Background: an optimization exercise with open tools, aiming at small area, a short achievable clock period and few clock cycles. Do not read the settings as production practice. Function was checked by simulation only, so behaviour that the tests miss may differ from the original.

==> flow/design.v (excerpt) <==
module recon_top_level #(parameter WIDTH = 15)(
  input  [WIDTH:0] Xo, Zo, Yo,
  input            clk,
  input            ext_reset,
  input  [1:0]     sel,
  output [WIDTH:0] mac_out,
  output [WIDTH:0] f,
  input            af_en,
  output           complete
);
  reg [15:0] X, Y, Z, M;
  reg [3:0]  cnt;
  reg        mac, hyp, pre1, pre2, dv;
  reg        three;            
  reg        dr;               
  reg        zfirst;           
  reg        last;             
  reg        s0, s1, af;       
  reg        done;
  assign mac_out  = M;
  assign f        = s1 ? ((s0 || !M[15]) ? M : 16'h0000) : Z;
  assign complete = done;
  function [15:0] divop(input [15:0] w);
    divop = {w[15], w[14:0] >> 2};
  endfunction
  wire dy0 = dr;
  wire dy1 = three & Z[1];
  wire dy2 = three & Z[2];
  wire [31:0] xsx = {{16{X[15]}}, X} >> cnt;
  wire [31:0] ysx = {{16{Y[15]}}, Y} >> cnt;
  wire [15:0] xs = hyp ? xsx[15:0] : X;
  wire [15:0] ys = ysx[15:0];
  wire [15:0] e0 = xs ^ {16{dy0}};
  wire [15:0] t0 = X ^ {16{dy0}};
  ...
==> flow/config.mk <==
export PLATFORM = sky130hd
export DESIGN_NAME = recon_top_level
export DESIGN_NICKNAME = recon_top_level
export VERILOG_FILES = /design/flow/design.v
export SDC_FILE = /design/flow/constraint.sdc
export NUM_CORES = 4
export LEC_CHECK = 0
export ABC_AREA = 1
export CAP_MARGIN = 20
export CORE_MARGIN = 2
export CORE_UTILIZATION = 40
export SETUP_SLACK_MARGIN = 4.5
export SLEW_MARGIN = 20
==> flow/constraint.sdc <==
create_clock -name core_clock -period 8.5 [get_ports {clk}]
set_input_delay 1.7000 -clock core_clock [delete_from_list [all_inputs] [get_ports {clk}]]
set_output_delay 1.7000 -clock core_clock [all_outputs]
set_load 0.01 [all_outputs]
standard.sh (not shown) runs the stock make flow with config.mk's settings and CLKGATE_MAP_FILE= SYNTH_SCRIPT=/design/flow/synth_recipe.tcl, a recipe that flattens the netlist after the stock synthesis.
==> flow/flow/run.sh <==
#!/bin/bash
# The standard layout (standard.sh, unchanged synthesis and steps); the only
# difference: the input and output port buffers are buf_2 cells instead of the
# default pick (a delay buffer). Every tool's output goes to make.log here, and
# ORFS keeps each step's own log under orfs/logs/.
set -euo pipefail
export BUFFER_PORTS_ARGS="-buffer_cell sky130_fd_sc_hd__buf_2"
bash standard.sh > make.log 2>&1
Testbench counts at the start, summed over its fixed seeds: cycles 22,142.
Rerun with:
--- a/flow/config.mk
+++ b/flow/config.mk
@@ -10,4 +10,4 @@
 export CORE_MARGIN = 2
 export CORE_UTILIZATION = 40
-export SETUP_SLACK_MARGIN = 4.5
+export SETUP_SLACK_MARGIN = 3.5
 export SLEW_MARGIN = 20
Result: The new run passed the timing, design-rule and antenna checks; global-route usage fell by 1.1 points; register-to-register slack degrades by 0.54 ns; cell area fell by 8.9%; clock-buffer cell count came out lower by 2; setup slack gets worse by 0.54 ns; worst hold slack improved by 0.0092 ns; synthesized area does not change.

========
recon_top_level again, from the RTL that the note above started with.
clock: 8.5 ns
lec_check: 0
abc_area: 1
cap_margin: 20
core_margin: 2
core_utilization: 40
setup_slack_margin: 4
slew_margin: 20
run.sh (not shown) runs the stock make flow with config.mk's settings and CLKGATE_MAP_FILE= SYNTH_SCRIPT=/design/flow/synth_recipe.tcl, a recipe that flattens the netlist after the stock synthesis.
Stock flow here: none of the scripts above is used.
Testbench counts at the start, summed over its fixed seeds: cycles 22,142.
Change:
==> flow/flow/run.sh (new file) <==
#!/bin/bash
# The standard layout (standard.sh, unchanged synthesis and steps); the only
# difference: the input and output port buffers are buf_2 cells instead of the
# default pick (a delay buffer). Every tool's output goes to make.log here, and
# ORFS keeps each step's own log under orfs/logs/.
set -euo pipefail
export BUFFER_PORTS_ARGS="-buffer_cell sky130_fd_sc_hd__buf_2"
bash standard.sh > make.log 2>&1
==> flow/standard.sh (new file) <==
#!/bin/bash
# synth_recipe.tcl (not shown) runs the flow's synth.tcl, then flattens the netlist and writes it again
# the make line also repeats each setting of config.mk as NAME=value (left out here)
make -C /OpenROAD-flow-scripts/flow DESIGN_CONFIG=/design/flow/config.mk WORK_HOME=/design/flow/orfs CLKGATE_MAP_FILE= SYNTH_SCRIPT=/design/flow/synth_recipe.tcl "${@:-finish}"
removed: flow/run.sh
Outcome: The new run finished with timing, DRC and antenna clean. Setup slack is better by 0.013 ns. Non-clock buffer count is lower by 12. Maximum frequency is higher slightly. Worst hold slack is worse by 0.0056 ns. Area after synthesis stays the same. Count of clock-buffer cells in the layout is lower by 3. Via count is lower slightly.

==> afterwards: timing with drivers on the ports <==
No port has a modelled driver above. Below, the same layouts with a new extraction and two added sets of constraints.
Step 1: set_driving_cell puts a clkbuf_16 on clk and a buf_2 on each other input, an assumption about the parent block.
Step 2 also shifts input and output timing later by t, the mid clock arrival at the registers, as if the neighbouring blocks saw the same clock.
a / b / c = no drivers / after step 1 / after step 2; a / b = the first two.
run	shift t [ns]	setup slack, ns	pins driven straight from the clock port
the first run of note 1	0.409	4.243 / 4.243 / 4.209	1
the second run of note 1	0.409	3.700 / 3.700 / 3.543	1
the first run of note 2	0.409	4.141 / 4.097 / 3.937	1
the second run of note 2	0.410	4.154 / 4.154 / 3.892	1
After both steps setup and hold are still met in every run listed. For the second run of note 2, which loses most, drivers alone change the setup slack by 0.000 ns; drivers and shift together by -0.262 ns.
